Source: an optimization exercise on an open RTL-to-GDS flow (aim: small area). Production flows keep margins and buffers that such runs may drop. The RTL was checked by simulation tests, not by an equivalence proof against the original design. Power is estimated from default activity; no workload was simulated.

## flow/design.v (module list and top-level ports; edited modules follow where they fit)
// module rca: 18 lines
// module ge_r: 15 lines
// module fpadd: 49 lines
// module fpadd_pos: 27 lines
// module fpmul_tail: 24 lines
// module mant_mul: 327 lines
// module fpmul: 9 lines
// module mulc_0_0: 124 lines
// module mulc_0_1: 125 lines
// module mulc_0_2: 122 lines
// module mulc_0_3: 124 lines
// module mulc_0_4: 122 lines
// module mulc_0_5: 122 lines
// module mulc_0_6: 125 lines
// module mulc_0_7: 118 lines
// module mulc_0_8: 125 lines
// module mulc_0_9: 125 lines
// module mulc_0_10: 125 lines
// module mulc_0_11: 125 lines
// module mulc_0_12: 125 lines
// module mulc_0_13: 125 lines
// module mulc_0_14: 125 lines
// module mulc_0_15: 125 lines
// module mulc_1_0: 122 lines
// module mulc_1_1: 105 lines
// module mulc_1_2: 122 lines
// module mulc_1_3: 118 lines
// module mulc_1_4: 122 lines
// module mulc_1_5: 121 lines
// module mulc_1_6: 122 lines
// module mulc_1_7: 122 lines
// module mulc_1_8: 105 lines
// module mulc_1_9: 122 lines
// module mulc_1_10: 125 lines
// module mulc_1_11: 122 lines
// module mulc_1_12: 125 lines
// module mulc_1_13: 125 lines
// module mulc_1_14: 122 lines
// module mulc_1_15: 125 lines
// module mulc_2_0: 118 lines
// module mulc_2_1: 118 lines
// module mulc_2_2: 122 lines
// module mulc_2_3: 104 lines
// module mulc_2_4: 102 lines
// module mulc_2_5: 122 lines
// module mulc_2_6: 71 lines
// module mulc_2_7: 118 lines
// module mulc_2_8: 125 lines
// module mulc_2_9: 118 lines
// module mulc_2_10: 56 lines
// module mulc_2_11: 121 lines
// module mulc_2_12: 121 lines
// module mulc_2_13: 76 lines
// module mulc_2_14: 118 lines
// module mulc_2_15: 121 lines
// module CNNEngine: 1206 lines
module CNNEngine(
  input         clock,
  input         reset,
  input  [15:0] io_inputA_0,
  input  [15:0] io_inputA_1,
  input  [15:0] io_inputA_2,
  input  [15:0] io_inputA_3,
  input  [15:0] io_inputA_4,
  input  [15:0] io_inputA_5,
  input  [15:0] io_inputA_6,
  input  [15:0] io_inputA_7,
  input  [15:0] io_inputA_8,
  input  [15:0] io_inputB_0,
  input  [15:0] io_inputB_1,
  input  [15:0] io_inputB_2,
  input  [15:0] io_inputB_3,
  input  [15:0] io_inputB_4,
  input  [15:0] io_inputB_5,
  input  [15:0] io_inputB_6,
  input  [15:0] io_inputB_7,
  input  [15:0] io_inputB_8,
  input  [2:0]  io_DemuxSel0,
  input  [2:0]  io_DemuxSel,
  input         io_DemuxEn0_0,
  input         io_DemuxEn0_1,
  input         io_DemuxEn0_2,
  input         io_DemuxEn0_3,
  input         io_DemuxEn0_4,
  input         io_DemuxEn0_5,
  input         io_DemuxEn0_6,
  input         io_DemuxEn0_7,
  input         io_DemuxEn_0,
  input         io_DemuxEn_1,
  input         io_DemuxEn_2,
  input         io_DemuxEn_3,
  input         io_DemuxEn_4,
  input         io_DemuxEn_5,
  input         io_DemuxEn_6,
  input         io_DemuxEn_7,
  input         io_DemuxEn_8,
  input         io_DemuxEn_9,
  input         io_DemuxEn_10,
  input         io_DemuxEn_11,
  input         io_DemuxEn_12,
  input         io_DemuxEn_13,
  input         io_DemuxEn_14,
  input         io_DemuxEn_15,
  input         io_DemuxEn_16,
  input         io_DemuxEn_17,
  input         io_DemuxEn_18,
  input         io_DemuxEn_19,
  input         io_DemuxEn_20,
  input         io_DemuxEn_21,
  input         io_DemuxEn_22,
  input         io_DemuxEn_23,
  input         io_DemuxEn_24,
  input         io_DemuxEn_25,
  input         io_DemuxEn_26,
  input         io_DemuxEn_27,
  input         io_DemuxEn_28,
  input         io_DemuxEn_29,
  input         io_DemuxEn_30,
  input         io_DemuxEn_31,
  input         io_DemuxEn_32,
  input         io_DemuxEn_33,
  input         io_DemuxEn_34,
  input         io_DemuxEn_35,
  input         io_DemuxEn_36,
  input         io_DemuxEn_37,
  input         io_DemuxEn_38,
  input         io_DemuxEn_39,
  input         io_DemuxEn_40,
  input         io_DemuxEn_41,
  input         io_DemuxEn_42,
  input         io_DemuxEn_43,
  input         io_DemuxEn_44,
  input         io_DemuxEn_45,
  input         io_DemuxEn_46,
  input         io_DemuxEn_47,
  input         io_DemuxEn_48,
  input         io_DemuxEn_49,
  input         io_DemuxEn_50,
  input         io_DemuxEn_51,
  input         io_DemuxEn_52,
  input         io_DemuxEn_53,
  input         io_DemuxEn_54,
  input         io_DemuxEn_55,
  input         io_DemuxEn_56,
  input         io_DemuxEn_57,
  input         io_DemuxEn_58,
  input         io_DemuxEn_59,
  input         io_DemuxEn_60,
  input         io_DemuxEn_61,
  input         io_DemuxEn_62,
  input         io_DemuxEn_63,
  input  [1:0]  io_FCMuxSel,
  input         io_FCDemuxEn_0,
  input         io_FCDemuxEn_1,
  input         io_FCDemuxEn_2,
  // ...
==> flow/run.sh <==
#!/bin/bash
# synth_recipe.tcl (not shown) runs the flow's synth.tcl, then flattens the netlist and writes it again
# the make line also repeats each setting of config.mk as NAME=value (left out here)
make -C /OpenROAD-flow-scripts/flow DESIGN_CONFIG=/design/flow/config.mk WORK_HOME=/design/flow/orfs CLKGATE_MAP_FILE= SYNTH_SCRIPT=/design/flow/synth_recipe.tcl finish
==> flow/config.mk <==
export PLATFORM = sky130hd
export DESIGN_NAME = CNNEngine
export DESIGN_NICKNAME = CNNEngine
export VERILOG_FILES = /design/flow/design.v
export SDC_FILE = /design/flow/constraint.sdc
export NUM_CORES = 8
export LEC_CHECK = 0
export CAP_MARGIN = 20
export CORE_MARGIN = 2
export CORE_UTILIZATION = 40
export SLEW_MARGIN = 20
==> flow/constraint.sdc <==
create_clock -name core_clock -period 18.0 [get_ports {clock}]
set_input_delay 3.6000 -clock core_clock [delete_from_list [all_inputs] [get_ports {clock}]]
set_output_delay 3.6000 -clock core_clock [all_outputs]
set_load 0.01 [all_outputs]
==> metrics.csv, run 1 <==
metric,value,unit
synth_area_leaders,"dfxtp_1 (21%), fa_1 (19%), ha_1 (6.2%)",
status,no timing/DRC/antenna violations,
antenna_found_initial,182,
hold_depth,0,
regArea,65500,um2
synth_top_family_by_area,adder cells,
muxShareOfSynthArea,12.2,%
rows,320,
path_max_fanout,58,
viasPerCell,5.67,
synth_compound_area_share,14.8,%
grtUsageTotal,26.4,%
cts_buffers,372,
critPathArrivalTime,16.32,ns
first_iter_violations,26100,
slowest_stage,nand2_1,
synth_edf_count,0,
die_h,878,um
dr_wl_met2,457,mm
dr_wl_met3,90.3,mm
wl,1060,mm
synth_xor_area_share,2.19,%
postCtsSetupBuffers,0,
wirelength_met1,463,mm
preCtsSetupSlack,1.75,ns
==> inputs of run 2 (changes only) <==
--- a/flow/design.v
+++ b/flow/design.v
@@ -6274,296 +6274,368 @@
     c2_0 <= c2w_0; c2_1 <= c2w_1; c2_8 <= c1_8;
     c3 <= c3w; c3_8 <= c2_8;
     c4 <= c4w;
     c5 <= c5w[15] ? 15'd0 : c5w[14:0];
     conv <= (ck5 | reset) ? 15'd0 : c5;
     ck1 <= reset; ck2 <= ck1 | reset; ck3 <= ck2 | reset; ck4 <= ck3 | reset; ck5 <= ck4 | reset;
   end
   assign io_ConvOut = {1'b0, conv};
-  reg [14:0] R_0;
+  reg [14:0] Ri_0;   
+  wire [14:0] R_0 = ~Ri_0;
   wire rw_0 = io_DemuxEn0_0 & (io_DemuxSel0 == 3'd0);
-  always @(posedge clock) R_0 <= ({15{rw_0}} & conv) | ({15{~io_DemuxEn0_0}} & R_0);
-  reg [14:0] R_1;
+  always @(posedge clock) Ri_0 <= ~(({15{rw_0}} & conv) | ({15{~io_DemuxEn0_0}} & R_0));
+  reg [14:0] Ri_1;   
+  wire [14:0] R_1 = ~Ri_1;
   wire rw_1 = io_DemuxEn0_1 & (io_DemuxSel0 == 3'd1);
-  always @(posedge clock) R_1 <= ({15{rw_1}} & conv) | ({15{~io_DemuxEn0_1}} & R_1);
-  reg [14:0] R_2;
+  always @(posedge clock) Ri_1 <= ~(({15{rw_1}} & conv) | ({15{~io_DemuxEn0_1}} & R_1));
+  reg [14:0] Ri_2;   
+  wire [14:0] R_2 = ~Ri_2;
   wire rw_2 = io_DemuxEn0_2 & (io_DemuxSel0 == 3'd2);
-  always @(posedge clock) R_2 <= ({15{rw_2}} & conv) | ({15{~io_DemuxEn0_2}} & R_2);
-  reg [14:0] R_3;
+  always @(posedge clock) Ri_2 <= ~(({15{rw_2}} & conv) | ({15{~io_DemuxEn0_2}} & R_2));
+  reg [14:0] Ri_3;   
+  wire [14:0] R_3 = ~Ri_3;
   wire rw_3 = io_DemuxEn0_3 & (io_DemuxSel0 == 3'd3);
-  always @(posedge clock) R_3 <= ({15{rw_3}} & conv) | ({15{~io_DemuxEn0_3}} & R_3);
-  reg [14:0] R_4;
+  always @(posedge clock) Ri_3 <= ~(({15{rw_3}} & conv) | ({15{~io_DemuxEn0_3}} & R_3));
+  reg [14:0] Ri_4;   
+  wire [14:0] R_4 = ~Ri_4;
   wire rw_4 = io_DemuxEn0_4 & (io_DemuxSel0 == 3'd4);
-  always @(posedge clock) R_4 <= ({15{rw_4}} & conv) | ({15{~io_DemuxEn0_4}} & R_4);
-  reg [14:0] R_5;
+  always @(posedge clock) Ri_4 <= ~(({15{rw_4}} & conv) | ({15{~io_DemuxEn0_4}} & R_4));
+  reg [14:0] Ri_5;   
+  wire [14:0] R_5 = ~Ri_5;
   wire rw_5 = io_DemuxEn0_5 & (io_DemuxSel0 == 3'd5);
-  always @(posedge clock) R_5 <= ({15{rw_5}} & conv) | ({15{~io_DemuxEn0_5}} & R_5);
-  reg [14:0] R_6;
+  always @(posedge clock) Ri_5 <= ~(({15{rw_5}} & conv) | ({15{~io_DemuxEn0_5}} & R_5));
+  reg [14:0] Ri_6;   
+  wire [14:0] R_6 = ~Ri_6;
   wire rw_6 = io_DemuxEn0_6 & (io_DemuxSel0 == 3'd6);
-  always @(posedge clock) R_6 <= ({15{rw_6}} & conv) | ({15{~io_DemuxEn0_6}} & R_6);
-  reg [14:0] R_7;
+  always @(posedge clock) Ri_6 <= ~(({15{rw_6}} & conv) | ({15{~io_DemuxEn0_6}} & R_6));
+  reg [14:0] Ri_7;   
+  wire [14:0] R_7 = ~Ri_7;
   wire rw_7 = io_DemuxEn0_7 & (io_DemuxSel0 == 3'd7);
-  always @(posedge clock) R_7 <= ({15{rw_7}} & conv) | ({15{~io_DemuxEn0_7}} & R_7);
-  reg [14:0] M_0_0;
+  always @(posedge clock) Ri_7 <= ~(({15{rw_7}} & conv) | ({15{~io_DemuxEn0_7}} & R_7));
+  reg [14:0] Mi_0_0;   
+  wire [14:0] M_0_0 = ~Mi_0_0;
   wire mw_0_0 = io_DemuxEn_0 & (io_DemuxSel == 3'd0);
   wire [14:0] Mn_0_0 = ({15{mw_0_0}} & R_0) | ({15{~io_DemuxEn_0}} & M_0_0);
-  always @(posedge clock) M_0_0 <= Mn_0_0;
-  reg [14:0] M_0_1;
+  always @(posedge clock) Mi_0_0 <= ~Mn_0_0;
+  reg [14:0] Mi_0_1;   
+  wire [14:0] M_0_1 = ~Mi_0_1;
   wire mw_0_1 = io_DemuxEn_1 & (io_DemuxSel == 3'd1);
   wire [14:0] Mn_0_1 = ({15{mw_0_1}} & R_0) | ({15{~io_DemuxEn_1}} & M_0_1);
-  always @(posedge clock) M_0_1 <= Mn_0_1;
-  reg [14:0] M_0_2;
+  always @(posedge clock) Mi_0_1 <= ~Mn_0_1;
+  reg [14:0] Mi_0_2;   
+  wire [14:0] M_0_2 = ~Mi_0_2;
   wire mw_0_2 = io_DemuxEn_2 & (io_DemuxSel == 3'd2);
   wire [14:0] Mn_0_2 = ({15{mw_0_2}} & R_0) | ({15{~io_DemuxEn_2}} & M_0_2);
-  always @(posedge clock) M_0_2 <= Mn_0_2;
-  reg [14:0] M_0_3;
+  always @(posedge clock) Mi_0_2 <= ~Mn_0_2;
+  reg [14:0] Mi_0_3;   
+  wire [14:0] M_0_3 = ~Mi_0_3;
   wire mw_0_3 = io_DemuxEn_3 & (io_DemuxSel == 3'd3);
   wire [14:0] Mn_0_3 = ({15{mw_0_3}} & R_0) | ({15{~io_DemuxEn_3}} & M_0_3);
-  always @(posedge clock) M_0_3 <= Mn_0_3;
-  reg [14:0] M_0_4;
+  always @(posedge clock) Mi_0_3 <= ~Mn_0_3;
+  reg [14:0] Mi_0_4;   
+  wire [14:0] M_0_4 = ~Mi_0_4;
   wire mw_0_4 = io_DemuxEn_4 & (io_DemuxSel == 3'd4);
   wire [14:0] Mn_0_4 = ({15{mw_0_4}} & R_0) | ({15{~io_DemuxEn_4}} & M_0_4);
-  always @(posedge clock) M_0_4 <= Mn_0_4;
-  reg [14:0] M_0_5;
+  always @(posedge clock) Mi_0_4 <= ~Mn_0_4;
+  reg [14:0] Mi_0_5;   
+  wire [14:0] M_0_5 = ~Mi_0_5;
   wire mw_0_5 = io_DemuxEn_5 & (io_DemuxSel == 3'd5);
   wire [14:0] Mn_0_5 = ({15{mw_0_5}} & R_0) | ({15{~io_DemuxEn_5}} & M_0_5);
-  always @(posedge clock) M_0_5 <= Mn_0_5;
-  reg [14:0] M_0_6;
+  always @(posedge clock) Mi_0_5 <= ~Mn_0_5;
+  reg [14:0] Mi_0_6;   
+  wire [14:0] M_0_6 = ~Mi_0_6;
   wire mw_0_6 = io_DemuxEn_6 & (io_DemuxSel == 3'd6);
   wire [14:0] Mn_0_6 = ({15{mw_0_6}} & R_0) | ({15{~io_DemuxEn_6}} & M_0_6);
-  always @(posedge clock) M_0_6 <= Mn_0_6;
-  reg [14:0] M_0_7;
+  always @(posedge clock) Mi_0_6 <= ~Mn_0_6;
+  reg [14:0] Mi_0_7;   
+  wire [14:0] M_0_7 = ~Mi_0_7;
   wire mw_0_7 = io_DemuxEn_7 & (io_DemuxSel == 3'd7);
   wire [14:0] Mn_0_7 = ({15{mw_0_7}} & R_0) | ({15{~io_DemuxEn_7}} & M_0_7);
-  always @(posedge clock) M_0_7 <= Mn_0_7;
-  reg [14:0] M_1_0;
+  always @(posedge clock) Mi_0_7 <= ~Mn_0_7;
+  reg [14:0] Mi_1_0;   
+  wire [14:0] M_1_0 = ~Mi_1_0;
   wire mw_1_0 = io_DemuxEn_8 & (io_DemuxSel == 3'd0);
   wire [14:0] Mn_1_0 = ({15{mw_1_0}} & R_1) | ({15{~io_DemuxEn_8}} & M_1_0);
-  always @(posedge clock) M_1_0 <= Mn_1_0;
-  reg [14:0] M_1_1;
+  always @(posedge clock) Mi_1_0 <= ~Mn_1_0;
+  reg [14:0] Mi_1_1;   
+  wire [14:0] M_1_1 = ~Mi_1_1;
   wire mw_1_1 = io_DemuxEn_9 & (io_DemuxSel == 3'd1);
   wire [14:0] Mn_1_1 = ({15{mw_1_1}} & R_1) | ({15{~io_DemuxEn_9}} & M_1_1);
-  always @(posedge clock) M_1_1 <= Mn_1_1;
-  reg [14:0] M_1_2;
+  always @(posedge clock) Mi_1_1 <= ~Mn_1_1;
+  reg [14:0] Mi_1_2;   
+  wire [14:0] M_1_2 = ~Mi_1_2;
   wire mw_1_2 = io_DemuxEn_10 & (io_DemuxSel == 3'd2);
   wire [14:0] Mn_1_2 = ({15{mw_1_2}} & R_1) | ({15{~io_DemuxEn_10}} & M_1_2);
-  always @(posedge clock) M_1_2 <= Mn_1_2;
-  reg [14:0] M_1_3;
+  always @(posedge clock) Mi_1_2 <= ~Mn_1_2;
+  reg [14:0] Mi_1_3;   
+  wire [14:0] M_1_3 = ~Mi_1_3;
   wire mw_1_3 = io_DemuxEn_11 & (io_DemuxSel == 3'd3);
   wire [14:0] Mn_1_3 = ({15{mw_1_3}} & R_1) | ({15{~io_DemuxEn_11}} & M_1_3);
-  always @(posedge clock) M_1_3 <= Mn_1_3;
-  reg [14:0] M_1_4;
+  always @(posedge clock) Mi_1_3 <= ~Mn_1_3;
+  reg [14:0] Mi_1_4;   
+  wire [14:0] M_1_4 = ~Mi_1_4;
   wire mw_1_4 = io_DemuxEn_12 & (io_DemuxSel == 3'd4);
   wire [14:0] Mn_1_4 = ({15{mw_1_4}} & R_1) | ({15{~io_DemuxEn_12}} & M_1_4);
-  always @(posedge clock) M_1_4 <= Mn_1_4;
-  reg [14:0] M_1_5;
+  always @(posedge clock) Mi_1_4 <= ~Mn_1_4;
+  reg [14:0] Mi_1_5;   
+  wire [14:0] M_1_5 = ~Mi_1_5;
   wire mw_1_5 = io_DemuxEn_13 & (io_DemuxSel == 3'd5);
   wire [14:0] Mn_1_5 = ({15{mw_1_5}} & R_1) | ({15{~io_DemuxEn_13}} & M_1_5);
-  always @(posedge clock) M_1_5 <= Mn_1_5;
-  reg [14:0] M_1_6;
+  always @(posedge clock) Mi_1_5 <= ~Mn_1_5;
+  reg [14:0] Mi_1_6;   
+  wire [14:0] M_1_6 = ~Mi_1_6;
   wire mw_1_6 = io_DemuxEn_14 & (io_DemuxSel == 3'd6);
   wire [14:0] Mn_1_6 = ({15{mw_1_6}} & R_1) | ({15{~io_DemuxEn_14}} & M_1_6);
-  always @(posedge clock) M_1_6 <= Mn_1_6;
-  reg [14:0] M_1_7;
+  always @(posedge clock) Mi_1_6 <= ~Mn_1_6;
+  reg [14:0] Mi_1_7;   
+  wire [14:0] M_1_7 = ~Mi_1_7;
   wire mw_1_7 = io_DemuxEn_15 & (io_DemuxSel == 3'd7);
   wire [14:0] Mn_1_7 = ({15{mw_1_7}} & R_1) | ({15{~io_DemuxEn_15}} & M_1_7);
-  always @(posedge clock) M_1_7 <= Mn_1_7;
-  reg [14:0] M_2_0;
+  always @(posedge clock) Mi_1_7 <= ~Mn_1_7;
+  reg [14:0] Mi_2_0;   
+  wire [14:0] M_2_0 = ~Mi_2_0;
   wire mw_2_0 = io_DemuxEn_16 & (io_DemuxSel == 3'd0);
   wire [14:0] Mn_2_0 = ({15{mw_2_0}} & R_2) | ({15{~io_DemuxEn_16}} & M_2_0);
-  always @(posedge clock) M_2_0 <= Mn_2_0;
-  reg [14:0] M_2_1;
+  always @(posedge clock) Mi_2_0 <= ~Mn_2_0;
+  reg [14:0] Mi_2_1;   
+  wire [14:0] M_2_1 = ~Mi_2_1;
   wire mw_2_1 = io_DemuxEn_17 & (io_DemuxSel == 3'd1);
   wire [14:0] Mn_2_1 = ({15{mw_2_1}} & R_2) | ({15{~io_DemuxEn_17}} & M_2_1);
-  always @(posedge clock) M_2_1 <= Mn_2_1;
-  reg [14:0] M_2_2;
+  always @(posedge clock) Mi_2_1 <= ~Mn_2_1;
+  reg [14:0] Mi_2_2;   
+  wire [14:0] M_2_2 = ~Mi_2_2;
   wire mw_2_2 = io_DemuxEn_18 & (io_DemuxSel == 3'd2);
   wire [14:0] Mn_2_2 = ({15{mw_2_2}} & R_2) | ({15{~io_DemuxEn_18}} & M_2_2);
-  always @(posedge clock) M_2_2 <= Mn_2_2;
-  reg [14:0] M_2_3;
+  always @(posedge clock) Mi_2_2 <= ~Mn_2_2;
+  reg [14:0] Mi_2_3;   
+  wire [14:0] M_2_3 = ~Mi_2_3;
   wire mw_2_3 = io_DemuxEn_19 & (io_DemuxSel == 3'd3);
   wire [14:0] Mn_2_3 = ({15{mw_2_3}} & R_2) | ({15{~io_DemuxEn_19}} & M_2_3);
-  always @(posedge clock) M_2_3 <= Mn_2_3;
-  reg [14:0] M_2_4;
+  always @(posedge clock) Mi_2_3 <= ~Mn_2_3;
+  reg [14:0] Mi_2_4;   
+  wire [14:0] M_2_4 = ~Mi_2_4;
   wire mw_2_4 = io_DemuxEn_20 & (io_DemuxSel == 3'd4);
   wire [14:0] Mn_2_4 = ({15{mw_2_4}} & R_2) | ({15{~io_DemuxEn_20}} & M_2_4);
-  always @(posedge clock) M_2_4 <= Mn_2_4;
-  reg [14:0] M_2_5;
+  always @(posedge clock) Mi_2_4 <= ~Mn_2_4;
+  reg [14:0] Mi_2_5;   
+  wire [14:0] M_2_5 = ~Mi_2_5;
   wire mw_2_5 = io_DemuxEn_21 & (io_DemuxSel == 3'd5);
   wire [14:0] Mn_2_5 = ({15{mw_2_5}} & R_2) | ({15{~io_DemuxEn_21}} & M_2_5);
-  always @(posedge clock) M_2_5 <= Mn_2_5;
-  reg [14:0] M_2_6;
+  always @(posedge clock) Mi_2_5 <= ~Mn_2_5;
+  reg [14:0] Mi_2_6;   
+  wire [14:0] M_2_6 = ~Mi_2_6;
   wire mw_2_6 = io_DemuxEn_22 & (io_DemuxSel == 3'd6);
   wire [14:0] Mn_2_6 = ({15{mw_2_6}} & R_2) | ({15{~io_DemuxEn_22}} & M_2_6);
-  always @(posedge clock) M_2_6 <= Mn_2_6;
-  reg [14:0] M_2_7;
+  always @(posedge clock) Mi_2_6 <= ~Mn_2_6;
+  reg [14:0] Mi_2_7;   
+  wire [14:0] M_2_7 = ~Mi_2_7;
   wire mw_2_7 = io_DemuxEn_23 & (io_DemuxSel == 3'd7);
   wire [14:0] Mn_2_7 = ({15{mw_2_7}} & R_2) | ({15{~io_DemuxEn_23}} & M_2_7);
-  always @(posedge clock) M_2_7 <= Mn_2_7;
-  reg [14:0] M_3_0;
+  always @(posedge clock) Mi_2_7 <= ~Mn_2_7;
+  reg [14:0] Mi_3_0;   
+  wire [14:0] M_3_0 = ~Mi_3_0;
   wire mw_3_0 = io_DemuxEn_24 & (io_DemuxSel == 3'd0);
   wire [14:0] Mn_3_0 = ({15{mw_3_0}} & R_3) | ({15{~io_DemuxEn_24}} & M_3_0);
-  always @(posedge clock) M_3_0 <= Mn_3_0;
-  reg [14:0] M_3_1;
+  always @(posedge clock) Mi_3_0 <= ~Mn_3_0;
+  reg [14:0] Mi_3_1;   
+  wire [14:0] M_3_1 = ~Mi_3_1;
   wire mw_3_1 = io_DemuxEn_25 & (io_DemuxSel == 3'd1);
   wire [14:0] Mn_3_1 = ({15{mw_3_1}} & R_3) | ({15{~io_DemuxEn_25}} & M_3_1);
-  always @(posedge clock) M_3_1 <= Mn_3_1;
-  reg [14:0] M_3_2;
+  always @(posedge clock) Mi_3_1 <= ~Mn_3_1;
+  reg [14:0] Mi_3_2;   
+  wire [14:0] M_3_2 = ~Mi_3_2;
   wire mw_3_2 = io_DemuxEn_26 & (io_DemuxSel == 3'd2);
   wire [14:0] Mn_3_2 = ({15{mw_3_2}} & R_3) | ({15{~io_DemuxEn_26}} & M_3_2);
-  always @(posedge clock) M_3_2 <= Mn_3_2;
-  reg [14:0] M_3_3;
+  always @(posedge clock) Mi_3_2 <= ~Mn_3_2;
+  reg [14:0] Mi_3_3;   
+  wire [14:0] M_3_3 = ~Mi_3_3;
   wire mw_3_3 = io_DemuxEn_27 & (io_DemuxSel == 3'd3);
   wire [14:0] Mn_3_3 = ({15{mw_3_3}} & R_3) | ({15{~io_DemuxEn_27}} & M_3_3);
-  always @(posedge clock) M_3_3 <= Mn_3_3;
-  reg [14:0] M_3_4;
+  always @(posedge clock) Mi_3_3 <= ~Mn_3_3;
+  reg [14:0] Mi_3_4;   
+  wire [14:0] M_3_4 = ~Mi_3_4;
   wire mw_3_4 = io_DemuxEn_28 & (io_DemuxSel == 3'd4);
   wire [14:0] Mn_3_4 = ({15{mw_3_4}} & R_3) | ({15{~io_DemuxEn_28}} & M_3_4);
-  always @(posedge clock) M_3_4 <= Mn_3_4;
-  reg [14:0] M_3_5;
+  always @(posedge clock) Mi_3_4 <= ~Mn_3_4;
+  reg [14:0] Mi_3_5;   
+  wire [14:0] M_3_5 = ~Mi_3_5;
   wire mw_3_5 = io_DemuxEn_29 & (io_DemuxSel == 3'd5);
   wire [14:0] Mn_3_5 = ({15{mw_3_5}} & R_3) | ({15{~io_DemuxEn_29}} & M_3_5);
-  always @(posedge clock) M_3_5 <= Mn_3_5;
-  reg [14:0] M_3_6;
+  always @(posedge clock) Mi_3_5 <= ~Mn_3_5;
+  reg [14:0] Mi_3_6;   
+  wire [14:0] M_3_6 = ~Mi_3_6;
   wire mw_3_6 = io_DemuxEn_30 & (io_DemuxSel == 3'd6);
   wire [14:0] Mn_3_6 = ({15{mw_3_6}} & R_3) | ({15{~io_DemuxEn_30}} & M_3_6);
-  always @(posedge clock) M_3_6 <= Mn_3_6;
-  reg [14:0] M_3_7;
+  always @(posedge clock) Mi_3_6 <= ~Mn_3_6;
+  reg [14:0] Mi_3_7;   
+  wire [14:0] M_3_7 = ~Mi_3_7;
   wire mw_3_7 = io_DemuxEn_31 & (io_DemuxSel == 3'd7);
   wire [14:0] Mn_3_7 = ({15{mw_3_7}} & R_3) | ({15{~io_DemuxEn_31}} & M_3_7);
-  always @(posedge clock) M_3_7 <= Mn_3_7;
-  reg [14:0] M_4_0;
+  always @(posedge clock) Mi_3_7 <= ~Mn_3_7;
+  reg [14:0] Mi_4_0;   
+  wire [14:0] M_4_0 = ~Mi_4_0;
   wire mw_4_0 = io_DemuxEn_32 & (io_DemuxSel == 3'd0);
   wire [14:0] Mn_4_0 = ({15{mw_4_0}} & R_4) | ({15{~io_DemuxEn_32}} & M_4_0);
-  always @(posedge clock) M_4_0 <= Mn_4_0;
-  reg [14:0] M_4_1;
+  always @(posedge clock) Mi_4_0 <= ~Mn_4_0;
+  reg [14:0] Mi_4_1;   
+  wire [14:0] M_4_1 = ~Mi_4_1;
   wire mw_4_1 = io_DemuxEn_33 & (io_DemuxSel == 3'd1);
   wire [14:0] Mn_4_1 = ({15{mw_4_1}} & R_4) | ({15{~io_DemuxEn_33}} & M_4_1);
-  always @(posedge clock) M_4_1 <= Mn_4_1;
-  reg [14:0] M_4_2;
+  always @(posedge clock) Mi_4_1 <= ~Mn_4_1;
+  reg [14:0] Mi_4_2;   
+  wire [14:0] M_4_2 = ~Mi_4_2;
   wire mw_4_2 = io_DemuxEn_34 & (io_DemuxSel == 3'd2);
   wire [14:0] Mn_4_2 = ({15{mw_4_2}} & R_4) | ({15{~io_DemuxEn_34}} & M_4_2);
-  always @(posedge clock) M_4_2 <= Mn_4_2;
-  reg [14:0] M_4_3;
+  always @(posedge clock) Mi_4_2 <= ~Mn_4_2;
+  reg [14:0] Mi_4_3;   
+  wire [14:0] M_4_3 = ~Mi_4_3;
   wire mw_4_3 = io_DemuxEn_35 & (io_DemuxSel == 3'd3);
   wire [14:0] Mn_4_3 = ({15{mw_4_3}} & R_4) | ({15{~io_DemuxEn_35}} & M_4_3);
-  always @(posedge clock) M_4_3 <= Mn_4_3;
-  reg [14:0] M_4_4;
+  always @(posedge clock) Mi_4_3 <= ~Mn_4_3;
+  reg [14:0] Mi_4_4;   
+  wire [14:0] M_4_4 = ~Mi_4_4;
   wire mw_4_4 = io_DemuxEn_36 & (io_DemuxSel == 3'd4);
   wire [14:0] Mn_4_4 = ({15{mw_4_4}} & R_4) | ({15{~io_DemuxEn_36}} & M_4_4);
-  always @(posedge clock) M_4_4 <= Mn_4_4;
-  reg [14:0] M_4_5;
+  always @(posedge clock) Mi_4_4 <= ~Mn_4_4;
+  reg [14:0] Mi_4_5;   
+  wire [14:0] M_4_5 = ~Mi_4_5;
   wire mw_4_5 = io_DemuxEn_37 & (io_DemuxSel == 3'd5);
   wire [14:0] Mn_4_5 = ({15{mw_4_5}} & R_4) | ({15{~io_DemuxEn_37}} & M_4_5);
-  always @(posedge clock) M_4_5 <= Mn_4_5;
-  reg [14:0] M_4_6;
+  always @(posedge clock) Mi_4_5 <= ~Mn_4_5;
+  reg [14:0] Mi_4_6;   
+  wire [14:0] M_4_6 = ~Mi_4_6;
   wire mw_4_6 = io_DemuxEn_38 & (io_DemuxSel == 3'd6);
   wire [14:0] Mn_4_6 = ({15{mw_4_6}} & R_4) | ({15{~io_DemuxEn_38}} & M_4_6);
-  always @(posedge clock) M_4_6 <= Mn_4_6;
-  reg [14:0] M_4_7;
+  always @(posedge clock) Mi_4_6 <= ~Mn_4_6;
+  reg [14:0] Mi_4_7;   
+  wire [14:0] M_4_7 = ~Mi_4_7;
   wire mw_4_7 = io_DemuxEn_39 & (io_DemuxSel == 3'd7);
   wire [14:0] Mn_4_7 = ({15{mw_4_7}} & R_4) | ({15{~io_DemuxEn_39}} & M_4_7);
-  always @(posedge clock) M_4_7 <= Mn_4_7;
-  reg [14:0] M_5_0;
+  always @(posedge clock) Mi_4_7 <= ~Mn_4_7;
+  reg [14:0] Mi_5_0;   
+  wire [14:0] M_5_0 = ~Mi_5_0;
   wire mw_5_0 = io_DemuxEn_40 & (io_DemuxSel == 3'd0);
   wire [14:0] Mn_5_0 = ({15{mw_5_0}} & R_5) | ({15{~io_DemuxEn_40}} & M_5_0);
-  always @(posedge clock) M_5_0 <= Mn_5_0;
-  reg [14:0] M_5_1;
+  always @(posedge clock) Mi_5_0 <= ~Mn_5_0;
+  reg [14:0] Mi_5_1;   
+  wire [14:0] M_5_1 = ~Mi_5_1;
   wire mw_5_1 = io_DemuxEn_41 & (io_DemuxSel == 3'd1);
   wire [14:0] Mn_5_1 = ({15{mw_5_1}} & R_5) | ({15{~io_DemuxEn_41}} & M_5_1);
-  always @(posedge clock) M_5_1 <= Mn_5_1;
-  reg [14:0] M_5_2;
+  always @(posedge clock) Mi_5_1 <= ~Mn_5_1;
+  reg [14:0] Mi_5_2;   
+  wire [14:0] M_5_2 = ~Mi_5_2;
   wire mw_5_2 = io_DemuxEn_42 & (io_DemuxSel == 3'd2);
   wire [14:0] Mn_5_2 = ({15{mw_5_2}} & R_5) | ({15{~io_DemuxEn_42}} & M_5_2);
-  always @(posedge clock) M_5_2 <= Mn_5_2;
-  reg [14:0] M_5_3;
+  always @(posedge clock) Mi_5_2 <= ~Mn_5_2;
+  reg [14:0] Mi_5_3;   
+  wire [14:0] M_5_3 = ~Mi_5_3;
   wire mw_5_3 = io_DemuxEn_43 & (io_DemuxSel == 3'd3);
   wire [14:0] Mn_5_3 = ({15{mw_5_3}} & R_5) | ({15{~io_DemuxEn_43}} & M_5_3);
-  always @(posedge clock) M_5_3 <= Mn_5_3;
-  reg [14:0] M_5_4;
+  always @(posedge clock) Mi_5_3 <= ~Mn_5_3;
+  reg [14:0] Mi_5_4;   
+  wire [14:0] M_5_4 = ~Mi_5_4;
   wire mw_5_4 = io_DemuxEn_44 & (io_DemuxSel == 3'd4);
   wire [14:0] Mn_5_4 = ({15{mw_5_4}} & R_5) | ({15{~io_DemuxEn_44}} & M_5_4);
-  always @(posedge clock) M_5_4 <= Mn_5_4;
-  reg [14:0] M_5_5;
+  always @(posedge clock) Mi_5_4 <= ~Mn_5_4;
+  reg [14:0] Mi_5_5;   
+  wire [14:0] M_5_5 = ~Mi_5_5;
   wire mw_5_5 = io_DemuxEn_45 & (io_DemuxSel == 3'd5);
   wire [14:0] Mn_5_5 = ({15{mw_5_5}} & R_5) | ({15{~io_DemuxEn_45}} & M_5_5);
-  always @(posedge clock) M_5_5 <= Mn_5_5;
-  reg [14:0] M_5_6;
+  always @(posedge clock) Mi_5_5 <= ~Mn_5_5;
+  reg [14:0] Mi_5_6;   
+  wire [14:0] M_5_6 = ~Mi_5_6;
   wire mw_5_6 = io_DemuxEn_46 & (io_DemuxSel == 3'd6);
   wire [14:0] Mn_5_6 = ({15{mw_5_6}} & R_5) | ({15{~io_DemuxEn_46}} & M_5_6);
-  always @(posedge clock) M_5_6 <= Mn_5_6;
-  reg [14:0] M_5_7;
+  always @(posedge clock) Mi_5_6 <= ~Mn_5_6;
+  reg [14:0] Mi_5_7;   
+  wire [14:0] M_5_7 = ~Mi_5_7;
   wire mw_5_7 = io_DemuxEn_47 & (io_DemuxSel == 3'd7);
   wire [14:0] Mn_5_7 = ({15{mw_5_7}} & R_5) | ({15{~io_DemuxEn_47}} & M_5_7);
-  always @(posedge clock) M_5_7 <= Mn_5_7;
-  reg [14:0] M_6_0;
+  always @(posedge clock) Mi_5_7 <= ~Mn_5_7;
+  reg [14:0] Mi_6_0;   
+  wire [14:0] M_6_0 = ~Mi_6_0;
   wire mw_6_0 = io_DemuxEn_48 & (io_DemuxSel == 3'd0);
   wire [14:0] Mn_6_0 = ({15{mw_6_0}} & R_6) | ({15{~io_DemuxEn_48}} & M_6_0);
-  always @(posedge clock) M_6_0 <= Mn_6_0;
-  reg [14:0] M_6_1;
+  always @(posedge clock) Mi_6_0 <= ~Mn_6_0;
+  reg [14:0] Mi_6_1;   
+  wire [14:0] M_6_1 = ~Mi_6_1;
   wire mw_6_1 = io_DemuxEn_49 & (io_DemuxSel == 3'd1);
   wire [14:0] Mn_6_1 = ({15{mw_6_1}} & R_6) | ({15{~io_DemuxEn_49}} & M_6_1);
-  always @(posedge clock) M_6_1 <= Mn_6_1;
-  reg [14:0] M_6_2;
+  always @(posedge clock) Mi_6_1 <= ~Mn_6_1;
+  reg [14:0] Mi_6_2;   
+  wire [14:0] M_6_2 = ~Mi_6_2;
   wire mw_6_2 = io_DemuxEn_50 & (io_DemuxSel == 3'd2);
   wire [14:0] Mn_6_2 = ({15{mw_6_2}} & R_6) | ({15{~io_DemuxEn_50}} & M_6_2);
-  always @(posedge clock) M_6_2 <= Mn_6_2;
-  reg [14:0] M_6_3;
+  always @(posedge clock) Mi_6_2 <= ~Mn_6_2;
+  reg [14:0] Mi_6_3;   
+  wire [14:0] M_6_3 = ~Mi_6_3;
   wire mw_6_3 = io_DemuxEn_51 & (io_DemuxSel == 3'd3);
   wire [14:0] Mn_6_3 = ({15{mw_6_3}} & R_6) | ({15{~io_DemuxEn_51}} & M_6_3);
-  always @(posedge clock) M_6_3 <= Mn_6_3;
-  reg [14:0] M_6_4;
+  always @(posedge clock) Mi_6_3 <= ~Mn_6_3;
+  reg [14:0] Mi_6_4;   
+  wire [14:0] M_6_4 = ~Mi_6_4;
   wire mw_6_4 = io_DemuxEn_52 & (io_DemuxSel == 3'd4);
   wire [14:0] Mn_6_4 = ({15{mw_6_4}} & R_6) | ({15{~io_DemuxEn_52}} & M_6_4);
-  always @(posedge clock) M_6_4 <= Mn_6_4;
-  reg [14:0] M_6_5;
+  always @(posedge clock) Mi_6_4 <= ~Mn_6_4;
+  reg [14:0] Mi_6_5;   
+  wire [14:0] M_6_5 = ~Mi_6_5;
   wire mw_6_5 = io_DemuxEn_53 & (io_DemuxSel == 3'd5);
   wire [14:0] Mn_6_5 = ({15{mw_6_5}} & R_6) | ({15{~io_DemuxEn_53}} & M_6_5);
-  always @(posedge clock) M_6_5 <= Mn_6_5;
-  reg [14:0] M_6_6;
+  always @(posedge clock) Mi_6_5 <= ~Mn_6_5;
+  reg [14:0] Mi_6_6;   
+  wire [14:0] M_6_6 = ~Mi_6_6;
   wire mw_6_6 = io_DemuxEn_54 & (io_DemuxSel == 3'd6);
   wire [14:0] Mn_6_6 = ({15{mw_6_6}} & R_6) | ({15{~io_DemuxEn_54}} & M_6_6);
-  always @(posedge clock) M_6_6 <= Mn_6_6;
-  reg [14:0] M_6_7;
+  always @(posedge clock) Mi_6_6 <= ~Mn_6_6;
+  reg [14:0] Mi_6_7;   
+  wire [14:0] M_6_7 = ~Mi_6_7;
   wire mw_6_7 = io_DemuxEn_55 & (io_DemuxSel == 3'd7);
   wire [14:0] Mn_6_7 = ({15{mw_6_7}} & R_6) | ({15{~io_DemuxEn_55}} & M_6_7);
-  always @(posedge clock) M_6_7 <= Mn_6_7;
-  reg [14:0] M_7_0;
+  always @(posedge clock) Mi_6_7 <= ~Mn_6_7;
+  reg [14:0] Mi_7_0;   
+  wire [14:0] M_7_0 = ~Mi_7_0;
   wire mw_7_0 = io_DemuxEn_56 & (io_DemuxSel == 3'd0);
   wire [14:0] Mn_7_0 = ({15{mw_7_0}} & R_7) | ({15{~io_DemuxEn_56}} & M_7_0);
-  always @(posedge clock) M_7_0 <= Mn_7_0;
-  reg [14:0] M_7_1;
+  always @(posedge clock) Mi_7_0 <= ~Mn_7_0;
+  reg [14:0] Mi_7_1;   
+  wire [14:0] M_7_1 = ~Mi_7_1;
   wire mw_7_1 = io_DemuxEn_57 & (io_DemuxSel == 3'd1);
   wire [14:0] Mn_7_1 = ({15{mw_7_1}} & R_7) | ({15{~io_DemuxEn_57}} & M_7_1);
-  always @(posedge clock) M_7_1 <= Mn_7_1;
-  reg [14:0] M_7_2;
+  always @(posedge clock) Mi_7_1 <= ~Mn_7_1;
+  reg [14:0] Mi_7_2;   
+  wire [14:0] M_7_2 = ~Mi_7_2;
   wire mw_7_2 = io_DemuxEn_58 & (io_DemuxSel == 3'd2);
   wire [14:0] Mn_7_2 = ({15{mw_7_2}} & R_7) | ({15{~io_DemuxEn_58}} & M_7_2);
-  always @(posedge clock) M_7_2 <= Mn_7_2;
-  reg [14:0] M_7_3;
+  always @(posedge clock) Mi_7_2 <= ~Mn_7_2;
+  reg [14:0] Mi_7_3;   
+  wire [14:0] M_7_3 = ~Mi_7_3;
   wire mw_7_3 = io_DemuxEn_59 & (io_DemuxSel == 3'd3);
   wire [14:0] Mn_7_3 = ({15{mw_7_3}} & R_7) | ({15{~io_DemuxEn_59}} & M_7_3);
-  always @(posedge clock) M_7_3 <= Mn_7_3;
-  reg [14:0] M_7_4;
+  always @(posedge clock) Mi_7_3 <= ~Mn_7_3;
+  reg [14:0] Mi_7_4;   
+  wire [14:0] M_7_4 = ~Mi_7_4;
   wire mw_7_4 = io_DemuxEn_60 & (io_DemuxSel == 3'd4);
   wire [14:0] Mn_7_4 = ({15{mw_7_4}} & R_7) | ({15{~io_DemuxEn_60}} & M_7_4);
-  always @(posedge clock) M_7_4 <= Mn_7_4;
-  reg [14:0] M_7_5;
+  always @(posedge clock) Mi_7_4 <= ~Mn_7_4;
+  reg [14:0] Mi_7_5;   
+  wire [14:0] M_7_5 = ~Mi_7_5;
   wire mw_7_5 = io_DemuxEn_61 & (io_DemuxSel == 3'd5);
   wire [14:0] Mn_7_5 = ({15{mw_7_5}} & R_7) | ({15{~io_DemuxEn_61}} & M_7_5);
-  always @(posedge clock) M_7_5 <= Mn_7_5;
-  reg [14:0] M_7_6;
+  always @(posedge clock) Mi_7_5 <= ~Mn_7_5;
+  reg [14:0] Mi_7_6;   
+  wire [14:0] M_7_6 = ~Mi_7_6;
   wire mw_7_6 = io_DemuxEn_62 & (io_DemuxSel == 3'd6);
   wire [14:0] Mn_7_6 = ({15{mw_7_6}} & R_7) | ({15{~io_DemuxEn_62}} & M_7_6);
-  always @(posedge clock) M_7_6 <= Mn_7_6;
-  reg [14:0] M_7_7;
+  always @(posedge clock) Mi_7_6 <= ~Mn_7_6;
+  reg [14:0] Mi_7_7;   
+  wire [14:0] M_7_7 = ~Mi_7_7;
   wire mw_7_7 = io_DemuxEn_63 & (io_DemuxSel == 3'd7);
   wire [14:0] Mn_7_7 = ({15{mw_7_7}} & R_7) | ({15{~io_DemuxEn_63}} & M_7_7);
-  always @(posedge clock) M_7_7 <= Mn_7_7;
+  always @(posedge clock) Mi_7_7 <= ~Mn_7_7;
   wire ga_0, gb_0, gc_0;
   ge_r #(15) pga_0 (.a(Mn_0_0), .b(Mn_1_0), .ge(ga_0));
   ge_r #(15) pgb_0 (.a(Mn_0_1), .b(Mn_1_1), .ge(gb_0));
   wire [14:0] pa_0 = ga_0 ? Mn_0_0 : Mn_1_0;
   wire [14:0] pb_0 = gb_0 ? Mn_0_1 : Mn_1_1;
   ge_r #(15) pgc_0 (.a(pa_0), .b(pb_0), .ge(gc_0));
   wire [14:0] pooln_0 = gc_0 ? pa_0 : pb_0;
   reg [14:0] pool_0;
==> flow/flow/run.sh (new file) <==
#!/bin/bash
set -euo pipefail
WORK=$(pwd)
rm -rf "$WORK/scripts_abc"
cp -r "$FLOW_HOME/scripts" "$WORK/scripts_abc"
cp "$WORK/flow/abc.script" "$WORK/scripts_abc/abc_speed.script"
export SCRIPTS_DIR="$WORK/scripts_abc"
export ADDER_MAP_FILE=""
bash "$WORK/standard.sh" > "$WORK/standard_flow.log" 2>&1
==> flow/flow/abc.script (new file) <==
strash
&get -n
&fraig -x
&put
dc2
strash
dch -f
amap -m -F 3 -A 8
strash
dc2
dch -f
amap -m -F 3 -A 8
==> flow/standard.sh (new file) <==
#!/bin/bash
# synth_recipe.tcl (not shown) runs the flow's synth.tcl, then flattens the netlist and writes it again
# the make line also repeats each setting of config.mk as NAME=value (left out here)
make -C /OpenROAD-flow-scripts/flow DESIGN_CONFIG=/design/flow/config.mk WORK_HOME=/design/flow/orfs CLKGATE_MAP_FILE= SYNTH_SCRIPT=/design/flow/synth_recipe.tcl "${@:-finish}"
==> flow/config.mk (replaced) <==
export PLATFORM = sky130hd
export DESIGN_NAME = CNNEngine
export DESIGN_NICKNAME = CNNEngine
export VERILOG_FILES = /design/flow/design.v
export SDC_FILE = /design/flow/constraint.sdc
export NUM_CORES = 8
export LEC_CHECK = 0
export CAP_MARGIN = 20
export CORE_MARGIN = 2
export CORE_UTILIZATION = 40
export CTS_BUF_LIST = sky130_fd_sc_hd__clkbuf_4
export SLEW_MARGIN = 20
removed: flow/run.sh
==> run 2 against run 1 <==
  * Register-to-register slack gained 1.1 ns
  * Synthesized cell count grew 20%
  * Clock-buffer cell count grew 714
  * Sequential power grew 4.9%
==> metrics.csv, run 2 <==
metric,value,unit,change
placed_area,282000,um2,
max-slew-margin-rel,9.38,%,
gr-max-usage-layer,met2,,
ys.flop_type,dfxtp_1,,
peakVddDrop,0.199,mV,
wl_per_cell,21.0,um,
p_comb_share,58.6,%,
synth_xor_area_share,0.0701,%,-2.1 points
powerDensity,133,nW/um2,
grt_util_met3,5.86,%,
ios,554,,
synthAdderAreaFrac,0,%,
muxShareOfSynthArea,0.0167,%,-12 points
firstDrtPassIters,9,,
fill_cells,68800,,
synth_area_leaders,"dfxtp_1 (25%), nor2_1 (11%), o21ai_0 (11%)",,
drv_slew,0,,
async_reset_ff_share,0,%,
clock_latency,1.91,ns,
post-synth-top-count-cell,nor2_1,,
rsz0062_at_grt,false,,
fin_crit,13.94,ns,
die_w,814,um,
syn_area_per_cell,6.31,um2,
viasPerCell,6.10,,+7.6%
cp.required,19.71,ns,
sw_frac_of_total,49.8,%,
postCtsSetupBuffers,0,,unchanged
timing.final.crit_share,77.5,%,
whs,0.294,ns,
first_iter_violations,33600,,+29%
grt_pass1_wl,1660,mm,
status,no timing/DRC/antenna violations,,
yosysTopAreaCell,dfxtp_1,,
setup_violations,0,,
coreArea,654000,um2,
regToRegStartpoint,c2_1[1]$_SDFF_PP0_,,
r2r_end,c3[13]$_SDFF_PP0_,,
grtUsageMet1,42.4,%,
ctsResizeCount,0,,
gp_congestion,0.999,,
critPathArrivalTime,15.65,ns,-0.67 ns
p_leak,103,nW,
final_common_cell,nor2_1,,
cts_num_sinks,3272,,
die_h,814,um,-7.2%
reg2reg_depth,68,,
power.switching,19.5,mW,
seq_area_frac_synth,25.0,%,
cts_buffers,869,,+130%
hold_viol,0,,
synthSimpleGateAreaFrac,23.3,%,
ant_nets,0,,
post_layout_nonfiller_instances,52800,,
path_max_fanout,32,,-45%
cap_violations,0,,
multi_input_area,182000,um2,
end_kind,flip-flop,,
gr-total-overflow,0,,
slowest_stage,o21ai_0,,
cp-start-kind,flip-flop,,
synth_compound_area_share,45.6,%,+31 points
min_to,fl5_2[4]$_DFF_P_,,
synth_top_family_by_area,compound AO/OA/AOI/OAI gates,,
layout_common_cells,"nor2_1 (7855), o21ai_0 (5777), nand2_1 (4743)",,
crit_start,c2_1[1]$_SDFF_PP0_,,
yosysWarnings,2,,
postSynthCellCount,41600,,
finalNetCount,43800,,
cts_tree,yes,,
wl,1110,mm,+5.0%
ys_types,66,,
power_frac_seq,23.6,%,
vias,322000,,
hpwl,874,mm,
design_area,294000,um2,
crit_top_cell,nor2_1,,
postLayoutCoreUtil,45.0,%,
cts_hold_buffers,0,,
crit_path_max_incr_delay,0.71,ns,
setup-tns-final,0,ns,
clock_power_share,17.8,%,
crit_type,reg2reg,,
synth_top_area_share,25.0,%,
min_path_type,reg2reg,,
synthesis.area,263000,um2,
remaining_drc_errors,0,,
intPower,19.7,mW,
skew,0.251,ns,
r2r_slack,4.06,ns,
place_inst,51200,,
regArea,65500,um2,about the same
grt_pass1_vias,283000,,
holdCritStartpoint,fl4_2_0[4]$_DFF_P_,,
dieArea,663000,um2,
area_growth,12.1,%,
fmax,71.7,MHz,
synth_edf_count,0,,unchanged
antenna_found_initial,91,,-50%
tightest_slew,1.35,ns,
port_buffers,542,,
grtUsageTotal,31.4,%,+5.0 points
h-tree-depth,6,,
grt_max_degree,134,,
grt_util_met2,48.4,%,
cts-root-buf,clkbuf_4,,
rows,297,,-7.2%
synth_common_cells,"nor2_1 (7863), o21ai_0 (5810), nand2_1 (4745)",,
hold_depth,0,,unchanged
clkTransAtPathRegs,0.08,ns,
initial_core_util,40.1,%,
drive_gt1_share,4.21,%,
synth-seq-cells,3272,,
cts_buffer_depth,4,,
## run 2: changes by cell type after synthesis, moves of 1748 or more
cell	before	now
clkinv_1	29	4192
fa_1	2892	0
inv_1	4644	0
mux2i_1	1749	1
nor2_1	1848	7863
o21ai_0	1451	5810
o22ai_1	360	4560
## run 2: cell families (layout without fill, tap and decap cells)
logic type | Yosys count | after routing
flip-flops | 3272 | 3272
XOR/XNOR | 21 | 21
other | 1 | 92
AO/OA/AOI/OAI | 19100 | 19100
AND/OR/NAND/NOR | 14900 | 14900
multiplexers | 4 | 4
buffers and inverters | 4203 | 6693
## run 2: worst max-delay path: cells and delay by family, from the launching register on
kind	cells	cell delay, ns
AND/OR/NAND/NOR	31	4.39
flip-flops	1	0.35
AO/OA/AOI/OAI	29	6.55
buffers and inverters	8	2.69
## run 2: power groups by stage
stage | clock [mW] | sequential (mW) | combinational (mW)
6_report | 7.00 | 9.26 | 23.0
3_5_place_dp | 0 | 9.40 | 22.5
5_1_grt | 7.52 | 9.33 | 25.6
3_3_place_gp | 0 | 9.39 | 22.4
2_1_floorplan | 0 | 8.91 | 16.6
4_1_cts | 7.16 | 9.24 | 22.7
## run 2: worst max path at each step
| stage | end | slack (ns) | depth (start not counted) |
|---|---|---|---|
| detailed placement | c1_2[10]$_SDFF_PP0_ | 4.14 | 62 |
| global route | c3[13]$_SDFF_PP0_ | 2.23 | 66 |
| floorplan | fp_0_9[11]$_SDFF_PP0_ | 0.005 | 40 |
| finish | c3[13]$_SDFF_PP0_ | 4.06 | 68 |
| global placement | c3[13]$_SDFF_PP0_ | 3.46 | 68 |
| CTS | c1_2[10]$_SDFF_PP0_ | 3.98 | 62 |
## run 2: metal layers
metal  routed length [um]  vias up
met4                58200       54
met5                  349        -
met3               102000     2301
li1                     -   160000
met2               467000    13900
met1               483000   146000
## run 2: cell type report
class / instances / area share [%]
antenna: 81 / 0.0689
clock buffer: 1191 / 3.04
clock inverter: 344 / 0.905
inverter: 4192 / 5.38
multi-input combinational: 34100 / 61.7
sequential: 3272 / 22.3
tap: 8671 / 3.69
timing repair buffer: 966 / 2.97
## run 2: metrics by stage
step | setup slack, ns | power (mW)
2_1_floorplan | 0.00484 | 25.5
3_3_place_gp | 3.46 | 31.8
3_5_place_dp | 4.14 | 31.9
4_1_cts | 3.98 | 39.1
5_1_grt | 2.23 | 42.5
6_report | 4.06 | 39.3

## port drivers added, routing unchanged
In the flow no input, the clock included, has a driving cell. The finished layouts below were timed again as built, in two steps. Step 1: set_driving_cell puts a clkbuf_16 on clock and a buf_2 on each other input, an assumption about the parent block. Step 2 times the ports against the registers' clock, not the clock port: input delays grow and output delays shrink by t, the midpoint of the rising clock arrivals with the driver on. a / b / c = ideal / step 1 / step 2; a / b = the first two.
run	t (ns)	slack for setup (ns)	worst setup path at the end	cell pins on the clock port's net
run 1	1.201	2.611 / 2.658 / 1.457	input to register	1
run 2	1.904	4.056 / 4.056 / 4.056	register to register	1
After both steps every run listed still meets setup and hold. For run 1, which loses most, drivers alone change the setup slack by +0.047 ns; drivers and shift together by -1.154 ns.
